This design comes from an exercise in tuning for small area and a short achievable clock period on the open sky130 flow, not from production work.
RTL that was checked went through simulation tests only; none was proved equivalent to the original.
Power figures rest on the tool's default switching activity, not on a simulated workload.

Design KF6845, start of the top module:
module KF6845 (
    input   logic           clock,
    input   logic           video_clock_enable,
    input   logic           reset,
    input   logic           CS_N,
    input   logic           RS,
    input   logic           ENABLE,
    input   logic           R_OR_W,
    input   logic   [7:0]   D_IN,
    output  logic   [7:0]   D_OUT,
    input   logic           LPSTB,
    output  logic           CURSOR,
    output  logic           HSYNC,
    output  logic           VSYNC,
    output  logic   [4:0]   RA,
    output  logic   [13:0]  MA,
    output  logic           DE
);
Size: ~1500 cells after synthesis, roughly 260 flip-flops, ~47 I/O pins, roughly 13000 sq um of cells after synthesis.
==> flow/config.mk <==
export PLATFORM = sky130hd
export DESIGN_NAME = KF6845
export DESIGN_NICKNAME = KF6845
export VERILOG_FILES = /design/flow/design.v
export SDC_FILE = /design/flow/constraint.sdc
export NUM_CORES = 4
export LEC_CHECK = 0
export ABC_AREA = 1
export CAP_MARGIN = 20
export CORE_MARGIN = 2
export CORE_UTILIZATION = 60
export SETUP_SLACK_MARGIN = 2.1
export SLEW_MARGIN = 20
==> flow/constraint.sdc <==
create_clock -name core_clock -period 4.0 [get_ports {clock}]
set_input_delay 0.8000 -clock core_clock [delete_from_list [all_inputs] [get_ports {clock}]]
set_output_delay 0.8000 -clock core_clock [all_outputs]
set_load 0.01 [all_outputs]
standard.sh (not shown) runs the stock make flow with config.mk's settings and CLKGATE_MAP_FILE= SYNTH_SCRIPT=/design/flow/synth_recipe.tcl, a recipe that flattens the netlist after the stock synthesis.
==> flow/flow/run.sh <==
#!/bin/bash
set -euo pipefail
export BUFFER_PORTS_ARGS="-buffer_cell sky130_fd_sc_hd__buf_4"
export CTS_ARGS="-repair_clock_nets -buf_list sky130_fd_sc_hd__clkbuf_8 -dont_use_dummy_load"
bash standard.sh finish > flow_make.log 2>&1
Edit:
==> flow/flow/run.sh (replaced) <==
#!/bin/bash
set -euo pipefail
export BUFFER_PORTS_ARGS="-buffer_cell sky130_fd_sc_hd__buf_4"
export CTS_ARGS="-sink_clustering_enable -repair_clock_nets -sink_clustering_size 16 -sink_clustering_max_diameter 60 -buf_list sky130_fd_sc_hd__clkbuf_8 -dont_use_dummy_load"
bash standard.sh finish > flow_make.log 2>&1
Effect: The changed run went through all stages and came out clean. Worst hold slack is about the same. Design area is lower by 1.9%. Clock-buffer cell count is lower by 26. Flip-flop and latch count is unchanged. Global-route usage is lower by 1.2 points. Register-to-register slack is worse by 0.08 ns. Synthesized cell count is unchanged. Setup slack is better by 0.0078 ns. Total power is lower by 7.2%.
Edit:
- SETUP_SLACK_MARGIN: 2.1 -> 2.0
Final cell count goes down slightly.
Fmax shrinks by a few percent.
Synthesized area is unchanged.
Critical path depth falls by 4.
Clock skew hardly moves.
Wire length shrinks slightly.
Sequential power stays flat.
Final area shrinks by a few percent.
Count of clock-buffer cells in the layout does not change.
Hold slack hardly moves.

---

Another version of the RTL of KF6845 (not shown whole).
Size: about 260 flip-flops, about 13,000 µm² of cells after synthesis.
==> flow/config.mk <==
export PLATFORM = sky130hd
export DESIGN_NAME = KF6845
export DESIGN_NICKNAME = KF6845
export VERILOG_FILES = /design/flow/design.v
export SDC_FILE = /design/flow/constraint.sdc
export NUM_CORES = 4
export LEC_CHECK = 0
export CAP_MARGIN = 20
export CORE_MARGIN = 2
export CORE_UTILIZATION = 60
export SETUP_SLACK_MARGIN = 2.2
export SLEW_MARGIN = 20
==> flow/constraint.sdc <==
create_clock -name core_clock -period 4.0 [get_ports {clock}]
set_input_delay 0.8000 -clock core_clock [delete_from_list [all_inputs] [get_ports {clock}]]
set_output_delay 0.8000 -clock core_clock [all_outputs]
set_load 0.01 [all_outputs]
run.sh (not shown) runs the stock make flow with config.mk's settings and CLKGATE_MAP_FILE= SYNTH_SCRIPT=/design/flow/synth_recipe.tcl, a recipe that flattens the netlist after the stock synthesis.
Stock flow here: none of the scripts above is used.
The baseline completed without violations.
Then changed:
--- a/flow/config.mk
+++ b/flow/config.mk
@@ -10,2 +10,2 @@
-export CORE_UTILIZATION = 60
-export SETUP_SLACK_MARGIN = 2.2
+export CORE_UTILIZATION = 65
+export SETUP_SLACK_MARGIN = 2.5
Critical path depth is unchanged.
Worst hold slack is better by 0.040 ns.
Synthesized area stays the same.
Clock-buffer cell count is lower by 5.
Clock power hardly moves.
Via count is higher by 23%.
Flip-flop and latch count stays the same.
Routed wire length is higher by 48%.
Core utilization is higher by 14 points.
Clock skew is higher by 0.028 ns.
Setup slack is worse by 0.082 ns.
No run of this note included a check of the RTL's function; only the layout flow was run.

---

## v41
Another version of the RTL of KF6845 (not shown whole).
For scale: about 1,500 cells after synthesis, about 47 I/O pins, about 0.013 mm^2 of cells after synthesis.
==> flow/config.mk <==
export PLATFORM = sky130hd
export DESIGN_NAME = KF6845
export DESIGN_NICKNAME = KF6845
export VERILOG_FILES = /design/flow/design.v
export SDC_FILE = /design/flow/constraint.sdc
export NUM_CORES = 4
export LEC_CHECK = 0
export ABC_AREA = 1
export CAP_MARGIN = 20
export CORE_MARGIN = 2
export CORE_UTILIZATION = 50
export SETUP_SLACK_MARGIN = 2.0
export SLEW_MARGIN = 20
==> flow/constraint.sdc <==
create_clock -name core_clock -period 4.0 [get_ports {clock}]
set_input_delay 0.8000 -clock core_clock [delete_from_list [all_inputs] [get_ports {clock}]]
set_output_delay 0.8000 -clock core_clock [all_outputs]
set_load 0.01 [all_outputs]
standard.sh (not shown) runs the stock make flow with config.mk's settings and CLKGATE_MAP_FILE= SYNTH_SCRIPT=/design/flow/synth_recipe.tcl, a recipe that flattens the netlist after the stock synthesis.
==> flow/flow/run.sh <==
#!/bin/bash
set -euo pipefail
export BUFFER_PORTS_ARGS="-buffer_cell sky130_fd_sc_hd__buf_2"
export CTS_ARGS="-sink_clustering_enable -repair_clock_nets -sink_clustering_size 16 -sink_clustering_max_diameter 60 -buf_list sky130_fd_sc_hd__clkbuf_8 -dont_use_dummy_load"
bash standard.sh finish > flow_make.log 2>&1
Relative to v41, the following input files were edited for v32:
- CORE_UTILIZATION: 50 -> 60
==> flow/flow/run.sh <==
#!/bin/bash
set -euo pipefail
export BUFFER_PORTS_ARGS="-buffer_cell sky130_fd_sc_hd__buf_4"
export CTS_ARGS="-sink_clustering_enable -repair_clock_nets -sink_clustering_size 16 -sink_clustering_max_diameter 60 -buf_list sky130_fd_sc_hd__clkbuf_8 -dont_use_dummy_load"
bash standard.sh finish > flow_make.log 2>&1
==> comparison <==
Run comparison: v41 beginning of the critical path u_Vertical_Control.odd_or_even; v32 beginning of the critical path VSYNC
Relative to v41, sum of net half-perimeters after detailed placement decreased by about 3.3% in v32.
v32 — combinational share of power 0.4 points higher, v41 as reference
Compared with v41, wire length of the first global-routing pass in v32 decreased slightly.
dfstp_2 as the cell type of the slowest stage on the worst timing path was reported by v41, and dfrtp_1 by v32.
met1 wire length was lower in v32 than in v41.
Initial antenna violation count ends up higher on v41.
From v41 to v32 the numbers moved as follows: count of plain and timing-repair buffers increased by about 5.5% relative to the old numbers, setup slack increased by 0.0092 ns relative to the old numbers, routed wire length closely matched the old numbers, number of multi-input combinational cells in the layout closely matched the old numbers.
Relative to v41, the pin count of the biggest net entering global routing measured on v32 has decreased by more than 10%.
--- input diff v32..v25 ---
- an added PLACE_DENSITY of 0.75
- a change of SETUP_SLACK_MARGIN from 2.0 to 2.05
==> flow/flow/run.sh <==
#!/bin/bash
set -euo pipefail
export BUFFER_PORTS_ARGS="-buffer_cell sky130_fd_sc_hd__buf_2"
export CTS_ARGS="-sink_clustering_enable -repair_clock_nets -sink_clustering_size 16 -sink_clustering_max_diameter 60 -buf_list sky130_fd_sc_hd__clkbuf_8 -dont_use_dummy_load"
bash standard.sh finish > flow_make.log 2>&1
Against v32 as the reference, v25 delivers a higher hold slack. Summary: minimum clock period after layout, v25 better than v32. The total power of the final layout number comes out higher for v32 vs v25.
[inputs] v43 vs v25
- changing SETUP_SLACK_MARGIN from 2.05 to 2.0
- removing PLACE_DENSITY (formerly 0.75)
==> flow/flow/run.sh <==
#!/bin/bash
set -euo pipefail
export BUFFER_PORTS_ARGS="-buffer_cell sky130_fd_sc_hd__buf_2"
export CTS_ARGS="-sink_clustering_enable -repair_clock_nets -sink_clustering_size 12 -sink_clustering_max_diameter 50 -buf_list {sky130_fd_sc_hd__clkbuf_4 sky130_fd_sc_hd__clkbuf_8} -dont_use_dummy_load"
bash standard.sh finish > flow_make.log 2>&1
Results
~same number of combinational gates with multiple inputs in v43 and v25. Lower final cell utilization of the core was reported by v25, not v43. v43 vs v25: final worst slack down. Re overall global routing resource usage: v43 and v25 aren't equal, and the higher value belongs to v43. v25 ended up with u_Cursor.field_rate_counter[4] as its critical path endpoint; v43 ended up with u_Linear_Address_Generator.retrace_ma[11]. Summary — smallest hold slack, v43 relative to v25: lower, by 0.065 ns. Cell area ended up 2.2% higher on v43 than on v25. Going from v25 to v43, number of DRC markers in iteration 0 shrank by more than 10%.

---

KF6845 again, from the RTL that the note above started with.
export LEC_CHECK = 0
export ABC_AREA = 1
export CAP_MARGIN = 20
export CORE_MARGIN = 2
export CORE_UTILIZATION = 60
export PLACE_DENSITY = 0.75
export SETUP_SLACK_MARGIN = 2.15
export SLEW_MARGIN = 20
create_clock -name core_clock -period 4.0 [get_ports {clock}]
==> flow/flow/run.sh <==
#!/bin/bash
set -euo pipefail
export BUFFER_PORTS_ARGS="-buffer_cell sky130_fd_sc_hd__buf_4"
export CTS_ARGS="-sink_clustering_enable -repair_clock_nets -sink_clustering_size 16 -sink_clustering_max_diameter 60 -buf_list sky130_fd_sc_hd__clkbuf_8 -dont_use_dummy_load"
bash standard.sh finish > flow_make.log 2>&1
The starting point ran to the end with no violations.
Edit:
SETUP_SLACK_MARGIN = 2.05   (was 2.15)
Outcome:
- die area stays the same
- final cell count drops by a few percent
- total power decreases by a few percent
- fmax went down by a few percent
- design area decreases by a few percent
- routed wire length decreases by a few percent
- global-route usage fell by 1.4 points
Edit:
--- a/flow/flow/run.sh
+++ b/flow/flow/run.sh
@@ -3 +3 @@
-export BUFFER_PORTS_ARGS="-buffer_cell sky130_fd_sc_hd__buf_4"
+export BUFFER_PORTS_ARGS="-buffer_cell sky130_fd_sc_hd__buf_2"
PLACE_DENSITY = default   (was 0.75)
TNS_END_PERCENT = 0   (was default)
Wire length grows by about 3%.
Global-route usage grows by 1.4 points.
Clock skew grows by 0.050 ns.
Worst setup slack got worse by 0.0087 ns.
Clock-buffer cell count grows by 3.
Sequential share of layout area grows by 0.35 points.
Edit:
SETUP_SLACK_MARGIN = 2.0   (was 2.05)
TNS_END_PERCENT = default   (was 0)
The new run ran to the end with no violations.
Cell count went up by about 0.7%.
Wire length went up by 0.55%.
Via count rises by 0.62%.
Global-route usage barely changes.
Worst hold slack barely changes.
Sequential share of layout area fell by 0.40 points.
Critical path depth came out lower by 7.
Clock skew hardly moves.

---

== oak ==
Another version of the RTL of KF6845 (not shown whole).
For scale: ~260 flip-flops, roughly 47 I/O pins, roughly 0.013 mm2 of cells after synthesis.
// KF6845
module KF6845 (
    input   logic           clock,
    input   logic           video_clock_enable,
    input   logic           reset,
    input   logic           CS_N,
    input   logic           RS,
    input   logic           ENABLE,
    input   logic           R_OR_W,
    input   logic   [7:0]   D_IN,
    output  logic   [7:0]   D_OUT,
    input   logic           LPSTB,
    output  logic           CURSOR,
    output  logic           HSYNC,
    output  logic           VSYNC,
    output  logic   [4:0]   RA,
    output  logic   [13:0]  MA,
    output  logic           DE
);
export LEC_CHECK = 0
export ABC_AREA = 1
export CAP_MARGIN = 20
export CORE_MARGIN = 2
export CORE_UTILIZATION = 60
export SETUP_SLACK_MARGIN = 2.1
export SLEW_MARGIN = 20
create_clock -name core_clock -period 4.0 [get_ports {clock}]
==> flow/flow/run.sh <==
#!/bin/bash
set -euo pipefail
export BUFFER_PORTS_ARGS="-buffer_cell sky130_fd_sc_hd__buf_4"
export CTS_ARGS="-sink_clustering_enable -repair_clock_nets -sink_clustering_size 16 -sink_clustering_max_diameter 60 -buf_list sky130_fd_sc_hd__clkbuf_8 -dont_use_dummy_load"
bash standard.sh finish > flow_make.log 2>&1
oak | stages: all done | timing, DRC, antenna: all pass
Input-level comparison between pine and oak:
Settings: a change of CORE_UTILIZATION from 60 to 70; a change of SETUP_SLACK_MARGIN from 2.1 to 2.0.
Notes after the runs:
pine vs oak: largest voltage drop on the vdd net up. The worst min-delay path class comes out primary input to asynchronous set/reset pin in one run and primary input to flip-flop in the other, namely in pine and oak respectively. Lower final period demand of the worst path goes to oak over pine. Sort oak and pine by clock-net power asc -> top: pine. In pine the number of cells upsized or downsized after cts turned out 35 lower than in oak.
## Diff of input files: birch against pine
Settings: CTS_BUF_LIST now sky130_fd_sc_hd__clkbuf_8, previously not set; CORE_UTILIZATION now 60, was 70.
==> flow/run.sh (new file) <==
#!/bin/bash
# synth_recipe.tcl (not shown) runs the flow's synth.tcl, then flattens the netlist and writes it again
# the make line also repeats each setting of config.mk as NAME=value (left out here)
make -C /OpenROAD-flow-scripts/flow DESIGN_CONFIG=/design/flow/config.mk WORK_HOME=/design/flow/orfs CLKGATE_MAP_FILE= SYNTH_SCRIPT=/design/flow/synth_recipe.tcl finish
removed: flow/flow/run.sh
removed: flow/standard.sh
--- outcome ---
- birch vs pine: clock network power consumption up by more than half
- In summary, birch completed successfully, with a layout that passed the timing, DRC and antenna checks.
- sky130_fd_sc_hd__clkdlybuf4s50_1 as the cell with the largest stage delay on the worst path was reported by birch, and sky130_fd_sc_hd__dfrtp_2 by pine.
- When birch is measured against pine, its part of the power in the clock network turns out 10 points higher.
- Looking at class of the tightest hold or removal check, the flip-flop to flip-flop result is from birch; the primary input to asynchronous set/reset pin one comes from pine.
- Delta (birch minus pine): area after synthesis level, growth of design area from synthesis to finish shows an increase of 6.2 points, number of placed instances, taps included saw an increase.
- birch: final total power higher than pine
- When the final numbers for pine and birch were put side by side, the area of combinational cells with multiple inputs turned out to be greater in birch.
Relative to birch, the following input files were edited for maple:
Settings: clearing CTS_BUF_LIST, which used to be sky130_fd_sc_hd__clkbuf_8.
==> flow/flow/run.sh (new file) <==
#!/bin/bash
set -euo pipefail
export BUFFER_PORTS_ARGS="-buffer_cell sky130_fd_sc_hd__buf_4"
export CTS_ARGS="-sink_clustering_enable -repair_clock_nets -sink_clustering_size 16 -sink_clustering_max_diameter 60 -buf_list sky130_fd_sc_hd__clkbuf_8 -dont_use_dummy_load"
bash standard.sh finish > flow_make.log 2>&1
==> flow/standard.sh (new file) <==
#!/bin/bash
# synth_recipe.tcl (not shown) runs the flow's synth.tcl, then flattens the netlist and writes it again
# the make line also repeats each setting of config.mk as NAME=value (left out here)
make -C /OpenROAD-flow-scripts/flow DESIGN_CONFIG=/design/flow/config.mk WORK_HOME=/design/flow/orfs CLKGATE_MAP_FILE= SYNTH_SCRIPT=/design/flow/synth_recipe.tcl "${@:-finish}"
removed: flow/run.sh
==> comparison <==
Looking at the reports, maple completed the entire flow and the layout it produced met the timing, DRC and antenna checks.
birch ended up with sky130_fd_sc_hd__clkdlybuf4s50_1 as its slowest stage cell on the critical path; maple ended up with sky130_fd_sc_hd__dfstp_2.
Summary of maple over birch: number of placed instances with taps included has remained practically unchanged; wire length of the first global-routing pass has decreased; via count went down 216.
Combinational share of power: higher on maple
Of birch and maple, birch shows the higher overall routing resource usage, with maple below it.
Compared to birch, maple has clock skew 0.015 ns higher.
[compare] base=birch new=maple: total power lower; routed wire length lost 2.5%.
birch ended up with primary input to flip-flop as its critical path class; maple ended up with flip-flop to output port.
Proportion of cell area occupied by multi-input gates (higher): maple

---

KF6845, a different RTL version from the one above (not shown whole).
Size: about 1500 cells after synthesis, ~260 flip-flops, about 47 I/O pins, roughly 13000 um^2 of cells after synthesis.
Settings: LEC_CHECK=0, ABC_AREA=1, CAP_MARGIN=20, CORE_MARGIN=2, CORE_UTILIZATION=60, CTS_BUF_LIST=sky130_fd_sc_hd__clkbuf_8, SETUP_SLACK_MARGIN=2.3, SLEW_MARGIN=20, TNS_END_PERCENT=20; clock period 4.0 ns.
run.sh (not shown) runs the stock make flow with config.mk's settings and CLKGATE_MAP_FILE= SYNTH_SCRIPT=/design/flow/synth_recipe.tcl, a recipe that flattens the netlist after the stock synthesis.
Stock flow here: none of the scripts above is used.
The first run passed the timing, DRC and antenna checks.
==> next run, changes <==
SETUP_SLACK_MARGIN = 2.0   (was 2.3)
TNS_END_PERCENT = default   (was 20)
The changed run completed with no timing, DRC or antenna violations; setup slack improves by 9.4 ps; cell area decreases by a few percent; clock-buffer cell count is unchanged; total power decreases by a few percent; wire length drops by a few percent; worst hold slack barely changes; non-clock buffer count went down by 36.
==> next run, changes <==
SETUP_SLACK_MARGIN = 2.3   (was 2.0)
Sequential cell count does not change. Cell area rose by 9.5%. Final cell count rose by 3.3%. Worst hold slack improves by 21 ps. Critical path depth is unchanged. Count of clock-buffer cells in the layout rose by 12.

-- static timing again, ports no longer ideal --
No port has a modelled driver above. Below, the same layouts with a new extraction and two added sets of constraints.
Step 1: set_driving_cell puts a clkbuf_16 on clock and a buf_2 on each other input, an assumption about the parent block.
Step 2 also shifts input and output timing later by t, the mid clock arrival at the registers, as if the neighbouring blocks saw the same clock.
Three values: ideal, step 1, step 2; two values: the first two.
| run | shift t [ns] | slack for setup (ns) | clock arrival spread, ns |
|---|---|---|---|
| the first run of note 1 | 0.617 | 2.062 / 2.015 / 1.620 | 0.053 / 0.053 |
| the second run of note 1 | 0.582 | 2.070 / 2.045 / 1.613 | 0.051 / 0.051 |
| the third run of note 1 | 0.585 | 1.997 / 2.019 / 1.435 | 0.053 / 0.053 |
| the first run of note 2 | 0.603 | 1.503 / 1.503 / 1.340 | 0.014 / 0.014 |
| the second run of note 2 | 0.609 | 1.420 / 1.420 / 1.043 | 0.043 / 0.043 |
| v41 | 0.592 | 2.050 / 2.043 / 1.562 | 0.064 / 0.065 |
| v32 | 0.584 | 2.059 / 2.015 / 1.576 | 0.036 / 0.036 |
| v25 | 0.574 | 2.062 / 2.059 / 1.560 | 0.050 / 0.050 |
| v43 | 0.559 | 2.039 / 2.039 / 1.560 | 0.062 / 0.063 |
| the first run of note 4 | 0.567 | 2.110 / 2.073 / 1.712 | 0.062 / 0.063 |
| the second run of note 4 | 0.569 | 2.069 / 2.050 / 1.552 | 0.031 / 0.031 |
| the third run of note 4 | 0.598 | 2.060 / 2.017 / 1.521 | 0.084 / 0.084 |
| the fourth run of note 4 | 0.599 | 2.063 / 2.019 / 1.559 | 0.086 / 0.086 |
| oak | 0.586 | 2.004 / 1.966 / 1.650 | 0.059 / 0.059 |
| pine | 0.577 | 1.996 / 1.995 / 1.602 | 0.036 / 0.036 |
| birch | 0.575 | 2.015 / 1.986 / 1.461 | 0.025 / 0.025 |
| maple | 0.585 | 2.023 / 1.977 / 1.517 | 0.039 / 0.039 |
| the first run of note 6 | 0.590 | 2.016 / 1.970 / 1.629 | 0.032 / 0.032 |
| the second run of note 6 | 0.585 | 2.025 / 1.980 / 1.565 | 0.029 / 0.028 |
| the third run of note 6 | 0.583 | 2.043 / 1.996 / 1.803 | 0.024 / 0.024 |
After both steps setup and hold are still met in every run listed. The setup slack of the third run of note 1, which loses most, moves by +0.022 ns with the drivers and by -0.562 ns with both steps.
